From an optimization exercise on the open Yosys and OpenROAD flow, aimed at small area; shortcuts taken in it are not production practice.
The RTL was checked by simulation tests, not by an equivalence proof against the original design.
Power figures rest on the tool's default switching activity, not on a simulated workload.

<file path="flow/constraint.sdc">
create_clock -name core_clock -period 20.0 [get_ports {clk50mhz}]
set_input_delay 4.0000 -clock core_clock [delete_from_list [all_inputs] [get_ports {clk50mhz}]]
set_output_delay 4.0000 -clock core_clock [all_outputs]
set_load 0.01 [all_outputs]
</file>
<file path="flow/standard.sh">
#!/bin/bash
# synth_recipe.tcl (not shown) runs the flow's synth.tcl, then flattens the netlist and writes it again
# the make line also repeats each setting of config.mk as NAME=value (left out here)
make -C /OpenROAD-flow-scripts/flow DESIGN_CONFIG=/design/flow/config.mk WORK_HOME=/design/flow/orfs CLKGATE_MAP_FILE= SYNTH_SCRIPT=/design/flow/synth_recipe.tcl "${@:-finish}"
</file>
<file path="flow/flow/remap.tcl">
# Re-map the combinational logic of the standard synthesis for area.
# The registers stay the cells (and instance names) the standard synthesis
# gave them: their cell modules are black boxes, everything else is
# flattened back to gates and mapped again by ABC. Several ABC scripts are
# tried; the mapping with the smallest cell area is kept.
set lib $::env(REMAP_LIB)
set out $::env(REMAP_OUT)
yosys read_liberty -ignore_miss_func $lib
yosys read_verilog $::env(REMAP_IN)
yosys hierarchy -top $::env(FLOW_TOP)
yosys setattr -mod -set blackbox 1 sky130_fd_sc_hd__dfxtp_1 sky130_fd_sc_hd__edfxtp_1
yosys flatten -separator _
yosys opt_clean
yosys design -save flat

set d "strash;dch,-f"
set e "strash;dch"
set scripts [list \
  "+$d;amap;$d;amap;$d;amap;topo" \
  "+$d;amap;$d;amap;$d;amap;$d;amap;$d;amap;topo" \
  "+$d;amap,-m;$d;amap,-m;$d;amap,-m;topo" \
  "+$e;amap;$e;amap;$e;amap;topo" \
  "+$e;amap;$e;amap;$e;amap;$e;amap;$e;amap;topo" \
  "+strash;dc2;dc2;$d;amap;$d;amap;$d;amap;topo" \
]
set best_area ""
set best_i -1
set i 0
foreach s $scripts {
  yosys design -load flat
  yosys abc -liberty $lib -dont_use sky130_fd_sc_hd__probe_p_8 -dont_use sky130_fd_sc_hd__probec_p_8 -dont_use *lpflow* -script $s
  yosys hilomap -singleton -hicell sky130_fd_sc_hd__conb_1 HI -locell sky130_fd_sc_hd__conb_1 LO
  yosys splitnets
  yosys opt_clean -purge
  yosys tee -o $out.stat$i stat -liberty $lib
  set f [open $out.stat$i r]
  set txt [read $f]
  close $f
  regexp {Chip area for module [^:]*: ([0-9.]+)} $txt -> area
  puts "remap script $i area $area: $s"
  if { $best_area eq "" || $area < $best_area } {
    set best_area $area
    set best_i $i
    yosys write_verilog -noattr -noexpr -nohex -nodec $out
  }
  incr i
}
puts "remap best: script $best_i area $best_area"
</file>
<file path="flow/config.mk">
export PLATFORM = sky130hd
export DESIGN_NAME = missile_predictor_fpga
export DESIGN_NICKNAME = missile_predictor_fpga
export VERILOG_FILES = /design/flow/design.v
export SDC_FILE = /design/flow/constraint.sdc
export NUM_CORES = 4
export LEC_CHECK = 0
export CAP_MARGIN = 20
export CORE_MARGIN = 2
export CORE_UTILIZATION = 70
export GPL_ROUTABILITY_DRIVEN = 0
export GPL_TIMING_DRIVEN = 0
export SLEW_MARGIN = 20
</file>
<file path="flow/flow/run.sh">
#!/bin/bash
# Own layout flow:
#  1. the standard synthesis (standard.sh synth);
#  2. its combinational logic re-mapped for area by ABC (flow/remap.tcl),
#     keeping every register cell and name of the standard synthesis;
#  3. the standard layout from floorplan on (standard.sh), with the
#     clock tree synthesis arguments overridden (no dummy loads).
# Each tool's output goes to a log file of its own in this folder.
set -euo pipefail
R=orfs/results/${FLOW_PLATFORM}/missile_predictor_fpga/base
export BUFFER_PORTS_ARGS="-buffer_cell sky130_fd_sc_hd__buf_1"
export CTS_ARGS="-sink_clustering_enable -repair_clock_nets -dont_use_dummy_load -sink_clustering_size 18 -sink_clustering_max_diameter 50 -buf_list {sky130_fd_sc_hd__clkbuf_8 sky130_fd_sc_hd__clkbuf_16} -sink_clustering_buffer sky130_fd_sc_hd__clkbuf_8 -root_buf sky130_fd_sc_hd__clkbuf_8"

bash standard.sh synth > log_1_standard_synth.log 2>&1
cp "$R/1_2_yosys.v" standard_synth.v

export REMAP_LIB="${FLOW_HOME}/platforms/${FLOW_PLATFORM}/lib/sky130_fd_sc_hd__tt_025C_1v80.lib"
export REMAP_IN="$PWD/standard_synth.v"
export REMAP_OUT="$PWD/remapped.v"
"${FLOW_HOME}/../tools/install/yosys/bin/yosys" -c flow/remap.tcl > log_2_remap.log 2>&1

cp remapped.v "$R/1_2_yosys.v"
rm -f "$R/1_synth.odb" "$R/1_synth.sdc"
bash standard.sh > log_3_standard_layout.log 2>&1
</file>
<file path="flow/design.v">
module missile_predictor_fpga(
    input clk50mhz,
    input rst,
    input uart_rx,
    output reg servo_pwm_out_x,
    output reg servo_pwm_out_y
);
    reg [12:0] baud;
    reg [3:0]  bit_cnt;
    reg        byte_state;      
    reg        diff;            
    reg [7:0]  last_x;
    reg [7:0]  uart_y;
    wire rx_idle = bit_cnt[3] & bit_cnt[1];
    wire done    = rx_idle & ~bit_cnt[0];
    wire tick    = ~rx_idle & (&baud);
    wire shift   = tick & ~bit_cnt[3];
    always @(posedge clk50mhz) begin
        if (rx_idle)
            baud <= 13'h1b8b;
        else if (&baud)
            baud <= 13'h08ea;
        else
            baud <= {baud[11:0], baud[12] ^ baud[11] ^ baud[10] ^ baud[7]};
    end
    always @(posedge clk50mhz) begin
        if (rst)
            bit_cnt <= 4'd15;
        else if (rx_idle)
            bit_cnt <= uart_rx ? 4'd15 : 4'd0;
        else if (&baud)
            bit_cnt <= bit_cnt + 4'd1;
    end
    reg [4:0] cnt;
    wire x_done  = done & ~byte_state;
    wire cnt_hi  = cnt[4] & (cnt[3] | cnt[2]);           
    wire cnt_end = cnt[4] & cnt[3] & cnt[2] & cnt[1];    
    wire predict = x_done & cnt_end;
    wire pop     = x_done & diff & cnt_hi & ~cnt_end;
    wire win     = byte_state & ((bit_cnt == 4'd0) | (bit_cnt == 4'd15));
    wire old_bit = byte_state ? uart_y[0] : last_x[0];
    always @(posedge clk50mhz) begin
        if (rst) begin
            byte_state <= 1'b0;
            diff <= 1'b0;
            last_x <= 8'd128;
            uart_y <= 8'd128;
            cnt <= 5'd0;
        end else begin
            if (done)
                byte_state <= ~byte_state;
            if (shift)
                diff <= (diff & ~(byte_state & (bit_cnt[2:0] == 3'd0))) | (old_bit ^ uart_rx);
            if (shift & ~byte_state)
                last_x <= {uart_rx, last_x[7:1]};
            if (shift & byte_state)
                uart_y <= {uart_rx, uart_y[7:1]};
            if (x_done) begin
                if (cnt_end)
                    cnt <= {4'd0, diff};
                else if (cnt_hi | diff)
                    cnt <= cnt + 5'd1;
            end
        end
    end
    reg [7:0] ring [0:21];
    reg [3:0] slot;
    reg       slot_y;
    integer i;
    always @(posedge clk50mhz) begin
        if (rst) begin
            slot <= 4'd1;
            slot_y <= 1'b0;
        end else if (!pop) begin
            if (slot == 4'd11) begin
                slot <= 4'd1;
                slot_y <= ~slot_y;
            end else
                slot <= slot + 4'd1;
        end
    end
    wire [7:0] newest = slot_y ? uart_y : last_x;
    wire wr = win & ({1'b0, slot} == cnt);
    always @(posedge clk50mhz) begin
        for (i = 0; i < 21; i = i + 1)
            ring[i] <= ring[i+1];
        ring[21] <= wr ? newest : ring[0];
    end
    function [7:0] extrap(input [7:0] h19, input [7:0] h0);
        reg [8:0] d, v, p;
        begin
            d = {1'b0, h19} - {1'b0, h0};
            v = {{4{d[8]}}, d[8:4]};
            p = {1'b0, h19} + {v[5:0], 3'b000} + {v[7:0], 1'b0};
            extrap = p[7:0] & {8{~p[8]}};
        end
    endfunction
    wire [7:0] pred = extrap(newest, ring[0]);
    reg [7:0] pred_x, pred_y;
    always @(posedge clk50mhz) begin
        if (win & (slot == 4'd1) & ~slot_y)
            pred_x <= pred;
        if (win & (slot == 4'd1) & slot_y)
            pred_y <= pred;
    end
    reg [7:0] x_pos, y_pos;
    always @(posedge clk50mhz) begin
        if (rst) begin
            x_pos <= 8'd128;
            y_pos <= 8'd128;
        end else if (predict) begin
            x_pos <= pred_x;
            y_pos <= pred_y;
        end
    end
    reg [8:0]  pr;
    reg [11:0] pq;
    wire pr_end = &(pr | ~9'd293);
    wire pq_end = &(pq | ~12'd3316) & ~pq[8];
    wire pq_neg = &pq[11:8];
    always @(posedge clk50mhz) begin
        if (rst | (pq_end & (pr == 9'd95))) begin
            pr <= 9'd284;
            pq <= 12'd4010;
        end else if (pr_end) begin
            pr <= 9'd0;
            pq <= pq + 12'd1;
        end else
            pr <= pr + 9'd1;
    end
    wire [13:0] ysum = {5'b0, y_pos, 1'b1} + 14'd170 + {1'b0, ~{pq, pr >= 9'd10}};
    always @(posedge clk50mhz) begin
        if (rst) begin
            servo_pwm_out_x <= 1'b0;
            servo_pwm_out_y <= 1'b0;
        end else begin
            servo_pwm_out_x <= pq_neg | (pq < {4'b0000, x_pos});
            servo_pwm_out_y <= pq_neg | ysum[13];
        end
    end
endmodule
</file>
==> results of run 1 <==
-- metal layers --
metal / GRT usage, % / routed length, um
met5: 0 / 0
met4: 7.14 / 334
met2: 35.9 / 5950
met1: 30.1 / 5980
met3: 4.09 / 688
-- final cells by class --
type	count	area [um2]	share of cell area, %
clock buffer	20	275	3.30
inverter	55	206	2.48
multi-input combinational	378	1960	23.5
sequential	276	5690	68.2
tap	140	175	2.10
timing repair buffer	6	33.8	0.405
-- power breakdown --
group / internal [mW] / total [mW] / switching, mW / leakage [nW]
clock network: 0.0901 / 0.241 / 0.151 / 0.144
logic: 0.0135 / 0.0409 / 0.0274 / 0.699
registers: 0.577 / 0.585 / 0.00836 / 2.25
-- through the flow --
| step | hold WS, ns | power, mW | instances | setup slack, ns | area [um2] |
|---|---|---|---|---|---|
| global route | 0.286 | 0.897 | 875 | 13.32 | 8330 |
| CTS | 0.299 | 0.872 | 875 | 14.12 | 8320 |
| finish | 0.288 | 0.867 | 875 | 13.82 | 8330 |
| global placement | 0.312 | 0.633 | 853 | 13.67 | 8020 |
| floorplan | 0.310 | 0.624 | 709 | 14.85 | 7830 |
| detailed placement | 0.312 | 0.637 | 855 | 14.03 | 8050 |
-- flip-flops by register name, indices dropped and copies added, names as in the netlist, 4 cells and up --
name,cells
uart_y,8
cnt,5
baud,13
x_pos,8
ring,176
pq,12
pred_y,8
y_pos,8
slot,4
bit_cnt,4
pr,9
last_x,8
pred_x,8
-- cells in the final DEF (no fill, tap or decap), types with 2 or more instances in the layout --
| cell type | n |
|---|---|
| a211oi_1 | 10 |
| a21oi_1 | 40 |
| a221o_1 | 2 |
| a221oi_1 | 2 |
| a22oi_1 | 3 |
| a31oi_1 | 4 |
| a32o_1 | 11 |
| and2_0 | 2 |
| and3_1 | 6 |
| buf_1 | 4 |
| clkbuf_8 | 20 |
| clkinv_1 | 55 |
| dfxtp_1 | 260 |
| edfxtp_1 | 16 |
| nand2_1 | 46 |
| nand3_1 | 5 |
| nand4_1 | 3 |
| nor2_1 | 110 |
| nor2b_1 | 6 |
| nor3_1 | 14 |
| nor3_2 | 3 |
| nor4_1 | 5 |
| o21a_1 | 7 |
| o21ai_0 | 48 |
| o221ai_1 | 3 |
| o22ai_1 | 31 |
| o31ai_1 | 2 |
| o32ai_1 | 2 |
| or2_0 | 6 |
-- critical path, cell delays in order (launching register included) --
cell and delay, ns:
dfxtp_1 0.61, clkinv_1 0.38, o22ai_1 0.47, clkinv_1 0.16, o21ai_0 0.23, a31oi_1 0.07
nor2_1 0.14, a21oi_1 0.08, nor2_1 0.14, a21oi_1 0.09, o21ai_0 0.39, o22ai_1 0.17
o21ai_0 0.45, clkinv_1 0.22, nor2_1 0.17, a21oi_1 0.06, nand2_1 0.09, o21ai_0 0.15
o21ai_0 0.23, nor2b_1 0.21, a21oi_1 0.09, o21ai_0 0.21, and2_0 0.19, nor2_1 0.06
o21ai_0 0.63, a211oi_1 0.18
-- path summary, 6_finish.rpt --
check                           cells past startpoint  slack (ns)         end        from
worst max-delay path                               25       13.82   pred_x[4]      slot_y
worst min-delay path                                0        0.29  ring[4][6]  ring[5][6]
worst max register to register                     25       13.82   pred_x[4]      slot_y
worst min register to register                      0        0.29  ring[4][6]  ring[5][6]
==> key figures, run 1 <==
Drt
  – Via count: roughly 5000
  – Final wirelength: around 13000 um
  – Violation count after the first detailed-route iteration: 639
  – Post-route DRC: 0
  – Average wire per standard cell: roughly 15 um
  – 1st-pass router iterations: 9
  – Via-to-Cell Ratio: 5.75
  – Post-route ant nets: 0

Setup path
  – Kind of critical path: reg -> reg
  – CP startpoint kind: register
  – CP Max Fanout: 12
  – CP endpoint kind: register
  – Worst EP arrival: around 6.4 ns
  – CP required: 20.17 ns

Run status
  – Status: timing/DRC/antenna clean

Synth
  – Syn nets: between 700 and 800
  – Synthesized area per cell: around 11 um2
  – Synth Warn #: 2
  – Post-Synthesis Cells: 709
  – Post-synthesis cell area: 7830 um2

Layout
  – Ant. Diodes: 0
  – Syn-to-layout area delta: 6.37%
  – Share of cells above drive strength 1: between 3 and 4%
  – # fillers: 686
  – Final net count: 740
  – Final Util: 76.5%

Timing
  – F_max: approximately 160 MHz
  – Slew HR: 34.6%
  – Period utilization: a little under a third
  – Least-Margin Pin Slew: between 0.9 and 1 ns
  – Setup_tns: 0 ns
  – Clock skew: approximately 0.088 ns
  – Pins Over Slew Limit: 0
  – Min Tclk post-route: 6.18 ns
  – Final setup viols: 0
  – Final Hold Violating Endpoints: 0
  – RSZ-0062 raised after global routing: false

CTS
  – Resized Gates After CTS: 0
  – Sink Count: 276
  – Clock latency (worst-skew pair): 0.54 ns
  – TritonCTS Buffers: 20
  – Post-CTS setup buffers: 0
  – H-tree levels: 1
  – CTS tree: built
  – CTS root buf: clkbuf_8
  – Bufs on Longest Clock Path: 3
  – Clk pin slew, worst setup/hold paths: 0.10 ns
  – # hold bufs at CTS: 0

Power
  – Total power per unit cell area: 104 nW/um2
  – P_leak: about 3.1 nW
  – VDD IR max: slightly below 90 uV

GRT
  – Initial antenna violation count: 0
  – Total global routing overflow: 0
  – Largest net degree at the start of global routing: 21
  – First-pass GRT wire length: 21200 um
  – Total track usage: 22.1%
  – Number of global-route vias before repair: roughly 4600

Placed design
  – I/O Buffers: 4
  – DP Wirelength: ~8500 um

Die
  – Die Height: about 110 um
  – Core Region: between 10000 and 15000 um2
  – Initial Util: 71.9%
  – Row cnt: 38
  – Die area: 12100 um2
  – Num ports: 5
  – Die W: 110 um

Worst hold path
  – Hold Crit Class: reg -> reg

Job
  – Max-cap viol count: 0
==> inputs of run 2 (changes only) <==
--- a/flow/flow/run.sh
+++ b/flow/flow/run.sh
@@ -10,5 +10,5 @@
 R=orfs/results/${FLOW_PLATFORM}/missile_predictor_fpga/base
 export BUFFER_PORTS_ARGS="-buffer_cell sky130_fd_sc_hd__buf_1"
-export CTS_ARGS="-sink_clustering_enable -repair_clock_nets -dont_use_dummy_load -sink_clustering_size 18 -sink_clustering_max_diameter 50 -buf_list {sky130_fd_sc_hd__clkbuf_8 sky130_fd_sc_hd__clkbuf_16} -sink_clustering_buffer sky130_fd_sc_hd__clkbuf_8 -root_buf sky130_fd_sc_hd__clkbuf_8"
+export CTS_ARGS="-sink_clustering_enable -repair_clock_nets -dont_use_dummy_load -sink_clustering_size 11 -sink_clustering_max_diameter 40 -buf_list {sky130_fd_sc_hd__clkbuf_4 sky130_fd_sc_hd__clkbuf_8 sky130_fd_sc_hd__clkbuf_16} -sink_clustering_buffer sky130_fd_sc_hd__clkbuf_4 -root_buf sky130_fd_sc_hd__clkbuf_8"
 
 bash standard.sh synth > log_1_standard_synth.log 2>&1
==> key figures, run 2 <==
GRT
  – First-pass GRT wire length: 21500 um (was 21200 um)
  – Total track usage: 22.3% (was 22.1%)
  – Largest net degree at the start of global routing: 21 (unchanged)
  – Total global routing overflow: 0 (unchanged)
  – Number of global-route vias before repair: 4650 (was 4584)
  – Initial antenna violation count: 0 (unchanged)

Drt
  – Post-route ant nets: 0 (unchanged)
  – WL met3: 669 um (was 688 um)
  – M1 wire length: 6020 um (was 5980 um)
  – 1st-pass router iterations: 5 (was 9)
  – Post-route DRC: 0 (unchanged)
  – Violation count after the first detailed-route iteration: 481 (was 639)
  – Average wire per standard cell: 14.7 um (was 14.8 um)
  – Final wirelength: 13000 um (was 12900 um)
  – Via-to-Cell Ratio: 5.70 (was 5.75)
  – Via count: 5044 (was 5034)
  – WL met2: 6000 um (was 5950 um)
  – Top layer in use: met4 (unchanged)

Layout
  – Share of cells above drive strength 1: 4.70% (was 3.40%)
  – # fillers: 686 (unchanged)
  – Area of the multi-input gates: 1960 um2 (unchanged)
  – Largest Register: ring (unchanged)
  – Max reg flops: 176 (unchanged)
  – Final net count: 750 (was 740)
  – Largest regs: ring (176), baud (13), pq (12) (unchanged)
  – Most common cell after layout, fill and taps aside: dfxtp_1 (unchanged)
  – Post-Layout Cell Count: 885 (was 875)
  – Ant. Diodes: 0 (unchanged)
  – Register area: 5690 um2 (unchanged)
  – Commonest cells after routing, fill and taps aside: dfxtp_1 (260), nor2_1 (110), clkinv_1 (55) (unchanged)
  – Syn-to-layout area delta: 5.97% (was 6.37%)

Worst hold path
  – Hold Path Sink: ring[14][7] (was ring[4][6])
  – Hold path start: ring[15][7] (was ring[5][6])
  – Hold Path Depth: 0 (unchanged)
  – Hold Crit Class: reg -> reg (unchanged)

Timing
  – Final setup viols: 0 (unchanged)
  – Least-Margin Pin Slew: 0.968 ns (was 0.978 ns)
  – Final Hold Violating Endpoints: 0 (unchanged)
  – Pins Over Slew Limit: 0 (unchanged)
  – Period utilization: 30.6% (was 30.9%)
  – Min Tclk post-route: 6.12 ns (was 6.18 ns)
  – Slew HR: 35.2% (was 34.6%)
  – F_max: 163 MHz (was 162 MHz)
  – Clock skew: 0.0569 ns (was 0.0884 ns)
  – Setup_tns: 0 ns (unchanged)
  – RSZ-0062 raised after global routing: false (unchanged)

Synth
  – Synthesized area per cell: 11.0 um2 (unchanged)
  – Post-synthesis cell area: 7830 um2 (unchanged)
  – Syn nets: 712 (unchanged)
  – Post-Synthesis Cells: 709 (unchanged)
  – Synth Warn #: 2 (unchanged)

Run status
  – Status: timing/DRC/antenna clean (unchanged)

Setup path
  – Critical path's most frequent cell: o21ai_0 (unchanged)
  – Delay-heaviest family, CP: compound AO/OA/AOI/OAI gates (unchanged)
  – CP startpoint kind: register (unchanged)
  – CP required: 20.20 ns (was 20.17 ns)
  – Critical register-to-register path endpoint: pred_y[5] (was pred_x[4])
  – Kind of critical path: reg -> reg (unchanged)
  – CP Max Fanout: 12 (unchanged)
  – Worst EP arrival: 6.32 ns (was 6.35 ns)
  – CP endpoint kind: register (unchanged)
  – Delay of the slowest cell on the worst path: 0.63 ns (about the same)
  – Slowest CP cell: o21ai_0 (unchanged)
  – Worst R2R Setup Slack: 13.88 ns (was 13.82 ns)
  – CP Buf/Inv Count: 3 (unchanged)
  – Launching point of the worst reg2reg path: slot_y (unchanged)
  – Worst R2R Path Depth: 25 (unchanged)

CTS
  – Clock latency (worst-skew pair): 0.53 ns (was 0.54 ns)
  – CTS root buf: clkbuf_8 (unchanged)
  – H-tree levels: 1 (unchanged)
  – Post-CTS setup buffers: 0 (unchanged)
  – Resized Gates After CTS: 0 (unchanged)
  – Bufs on Longest Clock Path: 3 (unchanged)
  – # hold bufs at CTS: 0 (unchanged)
  – Clk pin slew, worst setup/hold paths: 0.10 ns (about the same)
  – TritonCTS Buffers: 30 (was 20)
  – CTS tree: built (unchanged)
  – Sink Count: 276 (unchanged)

Placed design
  – I/O Buffers: 4 (unchanged)
  – Cells after DPL: 855 (unchanged)
  – DP Wirelength: 8450 um (unchanged)

Die
  – Initial Util: 71.9% (unchanged)
  – Row cnt: 38 (unchanged)
  – Die Height: 110 um (unchanged)
  – Core Region: 10900 um2 (unchanged)
  – Num ports: 5 (unchanged)
  – Die area: 12100 um2 (unchanged)
  – Die W: 110 um (unchanged)

Power
  – P_leak: 3.10 nW (was 3.09 nW)
  – Total power per unit cell area: 103 nW/um2 (was 104 nW/um2)
  – VDD IR max: 74.4 uV (was 87.0 uV)

Job
  – Max-cap viol count: 0 (unchanged)
run 2: worst max path at each step:
stage	startpoint	to	slack [ns]	cells past startpoint
floorplan	rst	cnt[0]	14.85	3
global placement	rst	y_pos[4]	13.67	3
detailed placement	rst	cnt[0]	14.03	4
CTS	slot_y	pred_y[5]	14.17	25
global route	slot_y	pred_x[5]	13.33	25
finish	slot_y	pred_y[5]	13.88	25
run 2: per-layer routing:
| layer | global-route usage, % | vias up |
|---|---|---|
| li1 | - | 2524 |
| met1 | 30.4 | 2336 |
| met2 | 35.9 | 149 |
| met3 | 4.45 | 35 |
| met4 | 7.50 | 0 |
| met5 | 0 | - |
run 2: per-stage QoR:
stage	area [um2]	setup slack, ns	power [mW]	hold slack [ns]	util [%]
3_5_place_dp	8050	14.03	0.637	0.312	73.9
2_1_floorplan	7830	14.85	0.624	0.310	-
4_1_cts	8290	14.17	0.859	0.287	76.2
6_report	8300	13.88	0.854	0.284	76.2
3_3_place_gp	8020	13.67	0.633	0.312	73.7
5_1_grt	8300	13.33	0.887	0.285	76.2
run 2: area by class of cell:
type,instances,area share (%)
sequential,276,68.5
clock buffer,30,2.94
timing repair buffer,6,0.407
multi-input combinational,378,23.6
inverter,55,2.49
tap,140,2.11
run 2: worst register-to-register path: stages, from the launching register on:
cell and delay (ns):
dfxtp_1 0.60, clkinv_1 0.37, o22ai_1 0.47, clkinv_1 0.16, o21ai_0 0.24, a31oi_1 0.07
nor2_1 0.15, a21oi_1 0.09, nor2_1 0.14, a21oi_1 0.07, o21ai_0 0.36, o22ai_1 0.17
o21ai_0 0.45, clkinv_1 0.22, nor2_1 0.17, a21oi_1 0.07, nand2_1 0.09, o21ai_0 0.14
o21ai_0 0.22, nor2b_1 0.21, a21oi_1 0.10, o21ai_0 0.21, and2_0 0.19, nor2_1 0.06
o21ai_0 0.63, nor3_1 0.20
run 2: power breakdown:
part           switching [mW]  leakage (nW)  internal, mW
clock                   0.152         0.146        0.0764
sequential            0.00839          2.25         0.577
combinational          0.0269         0.699        0.0135
==> inputs of run 3 (changes only) <==
--- a/flow/design.v
+++ b/flow/design.v
@@ -10,6 +10,5 @@
     reg        byte_state;      
     reg        diff;            
-    reg [7:0]  last_x;
-    reg [7:0]  uart_y;
+    reg [15:0] sr;
     wire rx_idle = bit_cnt[3] & bit_cnt[1];
     wire done    = rx_idle & ~bit_cnt[0];
@@ -39,11 +38,9 @@
     wire pop     = x_done & diff & cnt_hi & ~cnt_end;
     wire win     = byte_state & ((bit_cnt == 4'd0) | (bit_cnt == 4'd15));
-    wire old_bit = byte_state ? uart_y[0] : last_x[0];
     always @(posedge clk50mhz) begin
         if (rst) begin
             byte_state <= 1'b0;
             diff <= 1'b0;
-            last_x <= 8'd128;
-            uart_y <= 8'd128;
+            sr <= 16'h8080;
             cnt <= 5'd0;
         end else begin
@@ -51,9 +48,7 @@
                 byte_state <= ~byte_state;
             if (shift)
-                diff <= (diff & ~(byte_state & (bit_cnt[2:0] == 3'd0))) | (old_bit ^ uart_rx);
-            if (shift & ~byte_state)
-                last_x <= {uart_rx, last_x[7:1]};
-            if (shift & byte_state)
-                uart_y <= {uart_rx, uart_y[7:1]};
+                diff <= (diff & ~(byte_state & (bit_cnt[2:0] == 3'd0))) | (sr[0] ^ uart_rx);
+            if (shift)
+                sr <= {uart_rx, sr[15:1]};
             if (x_done) begin
                 if (cnt_end)
@@ -80,5 +75,5 @@
         end
     end
-    wire [7:0] newest = slot_y ? uart_y : last_x;
+    wire [7:0] newest = slot_y ? sr[7:0] : sr[15:8];
     wire wr = win & ({1'b0, slot} == cnt);
     always @(posedge clk50mhz) begin
--- a/flow/flow/run.sh
+++ b/flow/flow/run.sh
@@ -3,7 +3,10 @@
 #  1. the standard synthesis (standard.sh synth);
 #  2. its combinational logic re-mapped for area by ABC (flow/remap.tcl),
-#     keeping every register cell and name of the standard synthesis;
-#  3. the standard layout from floorplan on (standard.sh), with the
-#     clock tree synthesis arguments overridden (no dummy loads).
+#     keeping every register cell and instance name of the standard
+#     synthesis;
+#  3. the standard layout from floorplan on (standard.sh), with two
+#     overrides: every port still gets a buffer, but a buf_1
+#     (BUFFER_PORTS_ARGS), and clock tree synthesis uses small clusters of
+#     clkbuf_4 sink buffers and no dummy loads (CTS_ARGS).
 # Each tool's output goes to a log file of its own in this folder.
 set -euo pipefail
==> key figures, run 3 <==
Run status
  – Status: timing/DRC/antenna clean (unchanged)

Synth
  – Synthesized area per cell: 11.2 um2 (was 11.0 um2)
  – Post-synthesis cell area: 7790 um2 (was 7830 um2)
  – Post-Synthesis Cells: 693 (was 709)
  – Syn nets: 696 (was 712)
  – Synth Warn #: 2 (unchanged)

CTS
  – CTS root buf: clkbuf_8 (unchanged)
  – Post-CTS setup buffers: 0 (unchanged)
  – Clk pin slew, worst setup/hold paths: 0.10 ns (about the same)
  – Clock latency (worst-skew pair): 0.53 ns (about the same)
  – Bufs on Longest Clock Path: 3 (unchanged)
  – CTS tree: built (unchanged)
  – Resized Gates After CTS: 0 (unchanged)
  – H-tree levels: 1 (unchanged)
  – # hold bufs at CTS: 0 (unchanged)
  – TritonCTS Buffers: 30 (unchanged)
  – Sink Count: 276 (unchanged)

Layout
  – Ant. Diodes: 0 (unchanged)
  – # fillers: 694 (was 686)
  – Largest regs: ring (176), sr (16), baud (13) (was ring (176), baud (13), pq (12))
  – Syn-to-layout area delta: 5.80% (was 5.97%)
  – Final net count: 734 (was 750)
  – Most common cell after layout, fill and taps aside: dfxtp_1 (unchanged)
  – Max reg flops: 176 (unchanged)
  – Commonest cells after routing, fill and taps aside: dfxtp_1 (260), nor2_1 (106), o21ai_0 (53) (was dfxtp_1 (260), nor2_1 (110), clkinv_1 (55))
  – Largest Register: ring (unchanged)
  – Share of cells above drive strength 1: 4.66% (was 4.70%)
  – Post-Layout Cell Count: 869 (was 885)

Drt
  – Via count: 4882 (was 5044)
  – Via-to-Cell Ratio: 5.62 (was 5.70)
  – Violation count after the first detailed-route iteration: 447 (was 481)
  – Post-route ant nets: 0 (unchanged)
  – Final wirelength: 12400 um (was 13000 um)
  – 1st-pass router iterations: 5 (unchanged)
  – Post-route DRC: 0 (unchanged)
  – Average wire per standard cell: 14.3 um (was 14.7 um)

Worst hold path
  – Hold Path Sink: ring[13][3] (was ring[14][7])
  – Hold Crit Class: reg -> reg (unchanged)
  – Hold path start: ring[14][3] (was ring[15][7])
  – Hold Path Depth: 0 (unchanged)

Timing
  – Final setup viols: 0 (unchanged)
  – RSZ-0062 raised after global routing: false (unchanged)
  – Pins Over Slew Limit: 0 (unchanged)
  – PnR worst setup slack: 13.91 ns (was 13.88 ns)
  – Hold Slack: 0.315 ns (was 0.284 ns)
  – Slew HR: 29.4% (was 35.2%)
  – Setup_tns: 0 ns (unchanged)
  – Clock skew: 0.0538 ns (was 0.0569 ns)
  – F_max: 164 MHz (was 163 MHz)
  – Min Tclk post-route: 6.09 ns (was 6.12 ns)
  – Period utilization: 30.4% (was 30.6%)
  – Final Hold Violating Endpoints: 0 (unchanged)
  – Least-Margin Pin Slew: 1.05 ns (was 0.968 ns)

Setup path
  – CP startpoint kind: primary input (was register)
  – CP required: 20.39 ns (was 20.20 ns)
  – CP endpoint kind: register (unchanged)
  – CP Max Fanout: 28 (was 12)
  – Worst R2R Setup Slack: 14.47 ns (was 13.88 ns)
  – Worst EP arrival: 6.47 ns (was 6.32 ns)
  – Launching point of the worst reg2reg path: slot_y (unchanged)
  – Worst R2R Path Depth: 22 (was 25)
  – Kind of critical path: in -> reg (was reg -> reg)
  – Critical register-to-register path endpoint: pred_y[7] (was pred_y[5])

Die
  – Die area: 12000 um2 (was 12100 um2)
  – Initial Util: 71.8% (was 71.9%)
  – Die W: 109 um (was 110 um)
  – Die Height: 109 um (was 110 um)
  – Row cnt: 38 (unchanged)
  – Num ports: 5 (unchanged)
  – Core Region: 10800 um2 (was 10900 um2)

Power
  – Total power per unit cell area: 103 nW/um2 (about the same)
  – P_leak: 3.09 nW (was 3.10 nW)
  – Internal power: 0.666 mW (was 0.667 mW)
  – VDD IR max: 77.7 uV (was 74.4 uV)
  – NetSw: 0.186 mW (was 0.187 mW)
  – Sw Share: 21.8% (was 21.9%)
  – Pwr Total: 0.852 mW (was 0.854 mW)
  – Combinational share of power: 4.9% (was 4.7%)
  – Reg power frac: 68.5% (was 68.6%)
  – Clock share of power: 26.6% (was 26.7%)

Job
  – Max-cap viol count: 0 (unchanged)

GRT
  – Largest net degree at the start of global routing: 29 (was 21)
  – Initial antenna violation count: 0 (unchanged)
  – First-pass GRT wire length: 20800 um (was 21500 um)
  – Total global routing overflow: 0 (unchanged)
  – Number of global-route vias before repair: 4643 (was 4650)
  – Total track usage: 21.9% (was 22.3%)

Placed design
  – I/O Buffers: 4 (unchanged)
  – Worst slack, placed: 12.69 ns (was 14.03 ns)
  – Cells after DPL: 839 (was 855)
  – DP Wirelength: 8210 um (was 8450 um)
run 3: layout make-up:
type	instances	area, um2	area share, %
inverter	48	180	2.19
tap	140	175	2.13
timing repair buffer	6	26.3	0.319
clock buffer	30	244	2.96
multi-input combinational	369	1930	23.4
sequential	276	5690	69.0
run 3: how the worst max path moves through the flow:
| stage | startpoint | endpoint | slack, ns | cells past startpoint |
|---|---|---|---|---|
| after floorplan | rst | pr[5] | 14.71 | 5 |
| after global placement | rst | pr[6] | 12.82 | 6 |
| after detailed placement | rst | pr[5] | 12.69 | 6 |
| after CTS | rst | pr[5] | 13.24 | 6 |
| after global routing | rst | pr[6] | 13.64 | 6 |
| final | rst | pr[5] | 13.91 | 6 |
run 3: metrics by stage:
stage | cell area (um2) | util, %
after global placement | 7980 | 73.6
after CTS | 8240 | 76.0
after global routing | 8240 | 76.0
after floorplan | 7790 | -
after detailed placement | 7990 | 73.7
final | 8240 | 76.0
run 3: power by group through the flow:
stage	clock network [mW]	registers, mW	logic, mW
5_1_grt	0.253	0.586	0.0477
6_report	0.227	0.584	0.0414
2_1_floorplan	0	0.593	0.0315
4_1_cts	0.236	0.584	0.0412
3_3_place_gp	0	0.596	0.0379
3_5_place_dp	0	0.596	0.0409
run 3: layer usage:
metal	share of wire, %	GRT usage [%]
met1	46	28.5
met2	48	36.3
met3	3.9	4.92
met4	1.9	7.32
met5	0	0
run 3: worst max-delay path, stage by stage:
cell and delay (ns):
clkbuf_2 0.44, clkinv_1 0.65, o41ai_1 0.43, clkinv_1 0.57
nand2_1 0.30, a211oi_1 0.07
==> inputs of run 4 (changes only) <==
--- a/flow/flow/run.sh
+++ b/flow/flow/run.sh
@@ -13,5 +13,5 @@
 R=orfs/results/${FLOW_PLATFORM}/missile_predictor_fpga/base
 export BUFFER_PORTS_ARGS="-buffer_cell sky130_fd_sc_hd__buf_1"
-export CTS_ARGS="-sink_clustering_enable -repair_clock_nets -dont_use_dummy_load -sink_clustering_size 11 -sink_clustering_max_diameter 40 -buf_list {sky130_fd_sc_hd__clkbuf_4 sky130_fd_sc_hd__clkbuf_8 sky130_fd_sc_hd__clkbuf_16} -sink_clustering_buffer sky130_fd_sc_hd__clkbuf_4 -root_buf sky130_fd_sc_hd__clkbuf_8"
+export CTS_ARGS="-sink_clustering_enable -repair_clock_nets -dont_use_dummy_load -sink_clustering_size 11 -sink_clustering_max_diameter 40 -buf_list {sky130_fd_sc_hd__clkbuf_4 sky130_fd_sc_hd__clkbuf_8} -sink_clustering_buffer sky130_fd_sc_hd__clkbuf_4 -root_buf sky130_fd_sc_hd__clkbuf_8"
 
 bash standard.sh synth > log_1_standard_synth.log 2>&1
==> key figures, run 4 <==
Run status
  – Status: timing/DRC/antenna clean (unchanged)

Setup path
  – Slowest CP cell: clkinv_1 (unchanged)
  – Critical path's most frequent cell: clkinv_1 (unchanged)
  – Worst EP arrival: 6.47 ns (about the same)
  – Launching point of the worst reg2reg path: slot_y (unchanged)
  – CP Buf/Inv Count: 3 (unchanged)
  – CP Max Fanout: 28 (unchanged)
  – CP cell instances: clkbuf_2 > clkinv_1 > o41ai_1 > clkinv_1 > nand2_1 > a211oi_1 (unchanged)
  – Delay of the slowest cell on the worst path: 0.65 ns (about the same)
  – Kind of critical path: in -> reg (unchanged)
  – Delay-heaviest family, CP: buffers and inverters (unchanged)
  – CP endpoint kind: register (unchanged)
  – CP startpoint: rst (unchanged)
  – CP startpoint kind: primary input (unchanged)
  – CP required: 20.39 ns (about the same)

Power
  – Total power per unit cell area: 103 nW/um2 (unchanged)
  – VDD IR max: 77.7 uV (unchanged)
  – Pwr Total: 0.852 mW (unchanged)
  – P_leak: 3.09 nW (unchanged)

Drt
  – Final wirelength: 12400 um (unchanged)
  – Average wire per standard cell: 14.3 um (unchanged)
  – Post-route DRC: 0 (unchanged)
  – Via count: 4882 (unchanged)
  – Via-to-Cell Ratio: 5.62 (unchanged)
  – Violation count after the first detailed-route iteration: 447 (unchanged)
  – 1st-pass router iterations: 5 (unchanged)
  – Post-route ant nets: 0 (unchanged)

CTS
  – CTS tree: built (unchanged)
  – Clock latency (worst-skew pair): 0.53 ns (about the same)
  – Resized Gates After CTS: 0 (unchanged)
  – Clk pin slew, worst setup/hold paths: 0.10 ns (about the same)
  – TritonCTS Buffers: 30 (unchanged)
  – Sink Count: 276 (unchanged)
  – Post-CTS setup buffers: 0 (unchanged)
  – H-tree levels: 1 (unchanged)
  – # hold bufs at CTS: 0 (unchanged)
  – Bufs on Longest Clock Path: 3 (unchanged)
  – CTS root buf: clkbuf_8 (unchanged)

Timing
  – PnR worst setup slack: 13.91 ns (unchanged)
  – Period utilization: 30.4% (unchanged)
  – Least-Margin Pin Slew: 1.05 ns (unchanged)
  – Final Hold Violating Endpoints: 0 (unchanged)
  – RSZ-0062 raised after global routing: false (unchanged)
  – Min Tclk post-route: 6.09 ns (unchanged)
  – Clock skew: 0.0538 ns (unchanged)
  – Pins Over Slew Limit: 0 (unchanged)
  – Slew HR: 29.4% (unchanged)
  – Final setup viols: 0 (unchanged)
  – F_max: 164 MHz (unchanged)
  – Setup_tns: 0 ns (unchanged)

Die
  – Die W: 109 um (unchanged)
  – Initial Util: 71.8% (unchanged)
  – Die Height: 109 um (unchanged)
  – Core Region: 10800 um2 (unchanged)
  – Num ports: 5 (unchanged)
  – Die area: 12000 um2 (unchanged)
  – Row cnt: 38 (unchanged)

Synth
  – Post-synthesis cell area: 7790 um2 (unchanged)
  – Synthesized area per cell: 11.2 um2 (unchanged)
  – Post-Synthesis Cells: 693 (unchanged)
  – Synth Warn #: 2 (unchanged)
  – Syn nets: 696 (unchanged)

Placed design
  – Placed Instance Area: 7990 um2 (unchanged)
  – DP Wirelength: 8210 um (unchanged)
  – I/O Buffers: 4 (unchanged)
  – Worst slack, placed: 12.69 ns (unchanged)

GRT
  – Number of global-route vias before repair: 4643 (unchanged)
  – First-pass GRT wire length: 20800 um (unchanged)
  – Total global routing overflow: 0 (unchanged)
  – Largest net degree at the start of global routing: 29 (unchanged)
  – Total track usage: 21.9% (unchanged)
  – Initial antenna violation count: 0 (unchanged)

Layout
  – Largest Register: ring (unchanged)
  – Share of cells above drive strength 1: 4.66% (unchanged)
  – Largest regs: ring (176), sr (16), baud (13) (unchanged)
  – Area of the multi-input gates: 1930 um2 (unchanged)
  – Syn-to-layout area delta: 5.80% (unchanged)
  – # fillers: 694 (unchanged)
  – Fin area: 8240 um2 (unchanged)
  – Ant. Diodes: 0 (unchanged)
  – Most common cell after layout, fill and taps aside: dfxtp_1 (unchanged)
  – Final net count: 734 (unchanged)
  – Commonest cells after routing, fill and taps aside: dfxtp_1 (260), nor2_1 (106), o21ai_0 (53) (unchanged)
  – Max reg flops: 176 (unchanged)
  – Register area: 5690 um2 (unchanged)

Job
  – Max-cap viol count: 0 (unchanged)

Worst hold path
  – Hold path start: ring[14][3] (unchanged)
  – Hold Crit Class: reg -> reg (unchanged)
[run 4: final cells by class]
class / count / share of cell area, %
Clock buffer: 30 / 2.96
Inverter: 48 / 2.19
Multi-Input combinational cell: 369 / 23.4
Sequential cell: 276 / 69.0
Tap cell: 140 / 2.13
Timing Repair Buffer: 6 / 0.319
[run 4: per-layer routing]
| layer | track usage, % | vias to the layer above | wire, um |
|---|---|---|---|
| li1 | - | 2481 | - |
| met1 | 28.5 | 2286 | 5750 |
| met2 | 36.3 | 95 | 5950 |
| met3 | 4.92 | 20 | 478 |
| met4 | 7.32 | 0 | 233 |
| met5 | 0 | - | 0 |
[run 4: stage by stage]
step / instances / hold WS, ns / utilization (%)
after floorplan: 693 / 0.310 / -
after global placement: 837 / 0.312 / 73.6
after detailed placement: 839 / 0.312 / 73.7
after CTS: 869 / 0.312 / 76.0
after global routing: 869 / 0.321 / 76.0
final: 869 / 0.315 / 76.0
[run 4: worst paths after layout]
kind         cells after the start  slack, ns          end
min                              0       0.31  ring[13][3]
max                              6      13.91        pr[5]
max reg2reg                     22      14.47    pred_y[7]
min reg2reg                      0       0.31  ring[13][3]
[run 4: where the power goes]
part           leakage (nW)  switching (mW)  internal, mW  total [mW]
Clock                 0.146           0.150        0.0765       0.227
Sequential             2.25         0.00793         0.576       0.584
Combinational         0.697          0.0275        0.0139      0.0414
==> inputs of run 5 (changes only) <==
--- a/flow/flow/run.sh
+++ b/flow/flow/run.sh
@@ -13,5 +13,5 @@
 R=orfs/results/${FLOW_PLATFORM}/missile_predictor_fpga/base
 export BUFFER_PORTS_ARGS="-buffer_cell sky130_fd_sc_hd__buf_1"
-export CTS_ARGS="-sink_clustering_enable -repair_clock_nets -dont_use_dummy_load -sink_clustering_size 11 -sink_clustering_max_diameter 40 -buf_list {sky130_fd_sc_hd__clkbuf_4 sky130_fd_sc_hd__clkbuf_8} -sink_clustering_buffer sky130_fd_sc_hd__clkbuf_4 -root_buf sky130_fd_sc_hd__clkbuf_8"
+export CTS_ARGS="-sink_clustering_enable -repair_clock_nets -dont_use_dummy_load -sink_clustering_size 12 -sink_clustering_max_diameter 40 -buf_list {sky130_fd_sc_hd__clkbuf_4} -sink_clustering_buffer sky130_fd_sc_hd__clkbuf_4 -root_buf sky130_fd_sc_hd__clkbuf_4"
 
 bash standard.sh synth > log_1_standard_synth.log 2>&1
--- a/flow/config.mk
+++ b/flow/config.mk
@@ -11,3 +11,4 @@
 export GPL_ROUTABILITY_DRIVEN = 0
 export GPL_TIMING_DRIVEN = 0
+export PLACE_DENSITY = 0.9
 export SLEW_MARGIN = 20
==> key figures, run 5 <==
Worst hold path
  – Hold Crit Class: reg -> reg (unchanged)
  – Hold path start: ring[1][2] (was ring[14][3])
  – Hold Path Sink: ring[0][2] (was ring[13][3])
  – Hold Path Depth: 0 (unchanged)

CTS
  – CTS tree: built (unchanged)
  – Bufs on Longest Clock Path: 3 (unchanged)
  – Clk pin slew, worst setup/hold paths: 0.11 ns (was 0.10 ns)
  – Sink Count: 276 (unchanged)
  – Resized Gates After CTS: 0 (unchanged)
  – H-tree levels: 1 (unchanged)
  – # hold bufs at CTS: 0 (unchanged)
  – TritonCTS Buffers: 29 (was 30)
  – Clock latency (worst-skew pair): 0.63 ns (was 0.53 ns)
  – Post-CTS setup buffers: 0 (unchanged)
  – CTS root buf: clkbuf_4 (was clkbuf_8)

Synth
  – Synth Warn #: 2 (unchanged)
  – Syn nets: 696 (unchanged)
  – Post-Synthesis Cells: 693 (unchanged)
  – Post-synthesis cell area: 7790 um2 (unchanged)
  – Synthesized area per cell: 11.2 um2 (unchanged)

Setup path
  – Launching point of the worst reg2reg path: slot_y (unchanged)
  – Critical register-to-register path endpoint: pred_y[3] (was pred_y[7])
  – CP Max Fanout: 28 (unchanged)
  – Worst R2R Path Depth: 22 (unchanged)
  – Kind of critical path: in -> reg (unchanged)
  – Worst EP arrival: 6.43 ns (was 6.47 ns)
  – CP endpoint kind: register (unchanged)
  – Worst R2R Setup Slack: 14.59 ns (was 14.47 ns)
  – CP startpoint kind: primary input (unchanged)
  – CP required: 20.45 ns (was 20.39 ns)

Die
  – Die area: 12000 um2 (unchanged)
  – Core Region: 10800 um2 (unchanged)
  – Num ports: 5 (unchanged)
  – Initial Util: 71.8% (unchanged)
  – Row cnt: 38 (unchanged)
  – Die W: 109 um (unchanged)
  – Die Height: 109 um (unchanged)

Layout
  – Max reg flops: 176 (unchanged)
  – Syn-to-layout area delta: 5.40% (was 5.80%)
  – Final net count: 732 (was 734)
  – Ant. Diodes: 0 (unchanged)
  – Largest Register: ring (unchanged)
  – Most common cell after layout, fill and taps aside: dfxtp_1 (unchanged)
  – Share of cells above drive strength 1: 4.40% (was 4.66%)
  – Commonest cells after routing, fill and taps aside: dfxtp_1 (260), nor2_1 (106), o21ai_0 (53) (unchanged)
  – Largest regs: ring (176), sr (16), baud (13) (unchanged)

Timing
  – Pins Over Slew Limit: 0 (unchanged)
  – Period utilization: 29.9% (was 30.4%)
  – Min Tclk post-route: 5.98 ns (was 6.09 ns)
  – RSZ-0062 raised after global routing: false (unchanged)
  – F_max: 167 MHz (was 164 MHz)
  – Least-Margin Pin Slew: 1.04 ns (was 1.05 ns)
  – Final setup viols: 0 (unchanged)
  – Final Hold Violating Endpoints: 0 (unchanged)
  – Clock skew: 0.0713 ns (was 0.0538 ns)
  – Setup_tns: 0 ns (unchanged)
  – PnR worst setup slack: 14.02 ns (was 13.91 ns)
  – Slew HR: 30.2% (was 29.4%)

Drt
  – Violation count after the first detailed-route iteration: 580 (was 447)
  – Post-route ant nets: 0 (unchanged)
  – Via count: 5047 (was 4882)
  – Post-route DRC: 0 (unchanged)
  – Final wirelength: 12900 um (was 12400 um)
  – Average wire per standard cell: 14.9 um (was 14.3 um)
  – 1st-pass router iterations: 6 (was 5)
  – Via-to-Cell Ratio: 5.82 (was 5.62)

Run status
  – Status: timing/DRC/antenna clean (unchanged)

GRT
  – Largest net degree at the start of global routing: 29 (unchanged)
  – Met1 usage: 27.8% (was 28.5%)
  – Initial antenna violation count: 0 (unchanged)
  – First-pass GRT wire length: 21300 um (was 20800 um)
  – Met2 Usage GRT: 38.9% (was 36.3%)
  – Total global routing overflow: 0 (unchanged)
  – Total track usage: 22.3% (was 21.9%)
  – Busiest grt layer: met2 (unchanged)
  – Number of global-route vias before repair: 4713 (was 4643)
  – Met3 Usage GRT: 4.21% (was 4.92%)

Placed design
  – Worst slack, placed: 12.82 ns (was 12.69 ns)
  – DP Wirelength: 8570 um (was 8210 um)
  – I/O Buffers: 4 (unchanged)

Job
  – Max-cap viol count: 0 (unchanged)

Power
  – P_leak: 3.07 nW (was 3.09 nW)
  – VDD IR max: 74.6 uV (was 77.7 uV)
  – Total power per unit cell area: 103 nW/um2 (about the same)
run 5: routing by layer:
layer  vias to the layer above  share of wire [%]
li1                       2476                  -
met1                      2362                 44
met2                       161                 48
met3                        48                4.6
met4                         0                3.3
met5                         -                  0
run 5: how the worst max path moves through the flow:
stage	to	startpoint
2_1_floorplan	pr[5]	rst
3_3_place_gp	pr[1]	rst
3_5_place_dp	pr[6]	rst
4_1_cts	pr[6]	rst
5_1_grt	pr[6]	rst
6_report	pr[6]	rst
run 5: worst max-delay path, cell delays in order:
cell	delay, ns
clkbuf_2	0.44
clkinv_1	0.63
o41ai_1	0.41
clkinv_1	0.57
nand2_1	0.29
nor2_1	0.07
run 5: area by class of cell:
class | count | area, um2
fill | 662 | 2630
clock buffer | 29 | 218
multi-input combinational | 369 | 1930
timing repair buffer | 5 | 21.3
tap | 140 | 175
sequential | 276 | 5690
inverter | 48 | 180
run 5: power by group:
| group | internal (mW) | leakage [nW] | switching [mW] | total, mW |
|---|---|---|---|---|
| registers | 0.576 | 2.25 | 0.00814 | 0.584 |
| logic | 0.0139 | 0.691 | 0.0281 | 0.0420 |
| clock network | 0.0667 | 0.133 | 0.150 | 0.216 |
run 5: metrics by stage:
step                      utilization, %  hold WS, ns  area (um2)  power [mW]  std cells
after floorplan                        -        0.310        7790       0.625        693
after global placement              73.6        0.312        7980       0.633        837
after detailed placement            73.7        0.312        7990       0.637        838
after CTS                           75.7        0.290        8210       0.847        867
after global routing                75.7        0.282        8210       0.876        867
final                               75.7        0.288        8210       0.843        867
==> inputs of run 6 (changes only) <==
--- a/flow/flow/run.sh
+++ b/flow/flow/run.sh
@@ -13,5 +13,5 @@
 R=orfs/results/${FLOW_PLATFORM}/missile_predictor_fpga/base
 export BUFFER_PORTS_ARGS="-buffer_cell sky130_fd_sc_hd__buf_1"
-export CTS_ARGS="-sink_clustering_enable -repair_clock_nets -dont_use_dummy_load -sink_clustering_size 12 -sink_clustering_max_diameter 40 -buf_list {sky130_fd_sc_hd__clkbuf_4} -sink_clustering_buffer sky130_fd_sc_hd__clkbuf_4 -root_buf sky130_fd_sc_hd__clkbuf_4"
+export CTS_ARGS="-sink_clustering_enable -repair_clock_nets -dont_use_dummy_load -sink_clustering_size 11 -sink_clustering_max_diameter 40 -buf_list {sky130_fd_sc_hd__clkbuf_4} -sink_clustering_buffer sky130_fd_sc_hd__clkbuf_4 -root_buf sky130_fd_sc_hd__clkbuf_4"
 
 bash standard.sh synth > log_1_standard_synth.log 2>&1
--- a/flow/config.mk
+++ b/flow/config.mk
@@ -11,4 +11,3 @@
 export GPL_ROUTABILITY_DRIVEN = 0
 export GPL_TIMING_DRIVEN = 0
-export PLACE_DENSITY = 0.9
 export SLEW_MARGIN = 20
==> key figures, run 6 <==
Timing
  – Clock skew: 0.0655 ns (was 0.0713 ns)
  – Pins Over Slew Limit: 0 (unchanged)
  – Final Hold Violating Endpoints: 0 (unchanged)
  – Slew HR: 29.3% (was 30.2%)
  – Min Tclk post-route: 5.98 ns (about the same)
  – Final setup viols: 0 (unchanged)
  – Setup_tns: 0 ns (unchanged)
  – RSZ-0062 raised after global routing: false (unchanged)
  – Period utilization: 29.9% (about the same)
  – Least-Margin Pin Slew: 1.05 ns (was 1.04 ns)
  – F_max: 167 MHz (about the same)

Synth
  – Syn nets: 696 (unchanged)
  – Post-Synthesis Cells: 693 (unchanged)
  – Post-synthesis cell area: 7790 um2 (unchanged)
  – Synthesized area per cell: 11.2 um2 (unchanged)
  – Synth Warn #: 2 (unchanged)

Drt
  – Via-to-Cell Ratio: 5.58 (was 5.82)
  – 1st-pass router iterations: 5 (was 6)
  – Final wirelength: 12300 um (was 12900 um)
  – Via count: 4849 (was 5047)
  – Violation count after the first detailed-route iteration: 483 (was 580)
  – Top layer in use: met4 (unchanged)
  – Post-route ant nets: 0 (unchanged)
  – M1 wire length: 5720 um (was 5630 um)
  – Post-route DRC: 0 (unchanged)
  – WL met2: 5860 um (was 6220 um)
  – WL met3: 538 um (was 598 um)
  – Average wire per standard cell: 14.2 um (was 14.9 um)

Setup path
  – Kind of critical path: in -> reg (unchanged)
  – Worst EP arrival: 6.48 ns (was 6.43 ns)
  – CP endpoint kind: register (unchanged)
  – CP required: 20.50 ns (was 20.45 ns)
  – CP startpoint kind: primary input (unchanged)
  – CP Max Fanout: 28 (unchanged)

Layout
  – Post-Layout Cell Count: 869 (was 867)
  – Most common cell after layout, fill and taps aside: dfxtp_1 (unchanged)
  – Largest regs: ring (176), sr (16), baud (13) (unchanged)
  – Ant. Diodes: 0 (unchanged)
  – Max reg flops: 176 (unchanged)
  – # fillers: 697 (was 662)
  – Commonest cells after routing, fill and taps aside: dfxtp_1 (260), nor2_1 (106), o21ai_0 (53) (unchanged)
  – Final net count: 734 (was 732)
  – Share of cells above drive strength 1: 4.66% (was 4.40%)
  – Largest Register: ring (unchanged)
  – Syn-to-layout area delta: 5.56% (was 5.40%)

Die
  – Row cnt: 38 (unchanged)
  – Core Region: 10800 um2 (unchanged)
  – Num ports: 5 (unchanged)
  – Die area: 12000 um2 (unchanged)
  – Initial Util: 71.8% (unchanged)
  – Die Height: 109 um (unchanged)
  – Die W: 109 um (unchanged)

CTS
  – H-tree levels: 1 (unchanged)
  – CTS tree: built (unchanged)
  – # hold bufs at CTS: 0 (unchanged)
  – CTS root buf: clkbuf_4 (unchanged)
  – Resized Gates After CTS: 0 (unchanged)
  – Sink Count: 276 (unchanged)
  – Clk pin slew, worst setup/hold paths: 0.10 ns (was 0.11 ns)
  – Bufs on Longest Clock Path: 3 (unchanged)
  – Clock latency (worst-skew pair): 0.65 ns (was 0.63 ns)
  – Post-CTS setup buffers: 0 (unchanged)
  – TritonCTS Buffers: 30 (was 29)

Placed design
  – DP Wirelength: 8210 um (was 8570 um)
  – Cells after DPL: 839 (was 838)
  – I/O Buffers: 4 (unchanged)

Power
  – NetSw: 0.187 mW (was 0.186 mW)
  – Combinational share of power: 4.9% (was 5.0%)
  – P_leak: 3.08 nW (was 3.07 nW)
  – Total power per unit cell area: 103 nW/um2 (about the same)
  – VDD IR max: 77.7 uV (was 74.6 uV)
  – Reg power frac: 69.0% (was 69.3%)
  – Internal power: 0.659 mW (was 0.657 mW)
  – Clock share of power: 26.1% (was 25.7%)
  – Sw Share: 22.1% (about the same)

Job
  – Max-cap viol count: 0 (unchanged)

Worst hold path
  – Hold Crit Class: reg -> reg (unchanged)

Run status
  – Status: timing/DRC/antenna clean (unchanged)

GRT
  – Initial antenna violation count: 0 (unchanged)
  – Total track usage: 21.6% (was 22.3%)
  – Total global routing overflow: 0 (unchanged)
  – First-pass GRT wire length: 20600 um (was 21300 um)
  – Largest net degree at the start of global routing: 29 (unchanged)
  – Number of global-route vias before repair: 4596 (was 4713)
## run 6: path summary, 6_finish.rpt
path / startpoint / end / slack [ns] / cells after the start
worst max-delay path: rst / pr[5] / 14.02 / 6
worst min-delay path: ring[14][3] / ring[13][3] / 0.30 / 0
worst max register to register: slot_y / pred_y[7] / 14.47 / 22
worst min register to register: ring[14][3] / ring[13][3] / 0.30 / 0
## run 6: per-stage QoR
stage | hold slack (ns) | power (mW) | instance area [um2] | utilization [%] | worst slack (ns)
2_1_floorplan | 0.310 | 0.625 | 7790 | - | 14.71
3_3_place_gp | 0.312 | 0.633 | 7980 | 73.6 | 12.82
3_5_place_dp | 0.312 | 0.637 | 7990 | 73.7 | 12.69
4_1_cts | 0.291 | 0.853 | 8220 | 75.8 | 13.36
5_1_grt | 0.300 | 0.878 | 8220 | 75.8 | 13.76
6_report | 0.302 | 0.846 | 8220 | 75.8 | 14.02
## run 6: final cells by class
class	instances	area [um2]	share of cell area [%]
clock buffers	30	225	2.74
inverters	48	180	2.19
multi-input cells	369	1930	23.5
flip-flops and latches	276	5690	69.2
well taps	140	175	2.13
repair buffers	6	26.3	0.320
## run 6: power groups by stage
| stage | Clock (mW) | Sequential, mW | Combinational, mW |
|---|---|---|---|
| 2_1_floorplan | 0 | 0.593 | 0.0315 |
| 3_3_place_gp | 0 | 0.596 | 0.0379 |
| 3_5_place_dp | 0 | 0.596 | 0.0409 |
| 4_1_cts | 0.228 | 0.584 | 0.0411 |
| 5_1_grt | 0.244 | 0.586 | 0.0476 |
| 6_report | 0.220 | 0.584 | 0.0415 |
## run 6: worst max-delay path, cell delays in order
cell and delay, ns:
clkbuf_2 0.44, clkinv_1 0.65, o41ai_1 0.43, clkinv_1 0.57, nand2_1 0.30, a211oi_1 0.07
## run 6: routing by layer
layer	global-route usage [%]	up-vias
met5	0	-
met4	7.05	0
met3	4.68	22
met2	35.9	91
met1	28.3	2260
li1	-	2476

## static timing again, ports no longer ideal
No port has a modelled driver above. Below, the same layouts with a new extraction and two added sets of constraints.
Step 1: set_driving_cell puts a clkbuf_16 on clk50mhz and a buf_2 on each other input, an assumption about the parent block.
Step 2 moves the port delays by t, midway between the first and last clock arrival at a register: inputs arrive t later, outputs are due t later. That takes back most of the time a late clock gives input paths.
Three values: ideal, step 1, step 2; two values: the first two.
run | t, ns | setup slack, ns | hold slack, ns | worst setup path after step 2 | worst register clock-pin slew, ns
run 1 | 0.529 | 13.820 / 13.820 / 13.820 | 0.288 / 0.288 / 0.288 | register to register | 0.11 / 0.11
run 2 | 0.534 | 13.881 / 13.881 / 13.881 | 0.284 / 0.284 / 0.284 | register to register | 0.11 / 0.11
run 3 | 0.536 | 13.913 / 13.924 / 13.388 | 0.315 / 0.315 / 0.315 | input to register | 0.11 / 0.11
run 4 | 0.536 | 13.913 / 13.924 / 13.388 | 0.315 / 0.315 / 0.315 | input to register | 0.11 / 0.11
run 5 | 0.629 | 14.022 / 14.027 / 13.398 | 0.288 / 0.288 / 0.288 | input to register | 0.12 / 0.12
run 6 | 0.649 | 14.016 / 14.024 / 13.376 | 0.302 / 0.302 / 0.302 | input to register | 0.11 / 0.11
After both steps every run listed still meets setup and hold. For run 6, which loses most, drivers alone change the setup slack by +0.008 ns; drivers and shift together by -0.640 ns.
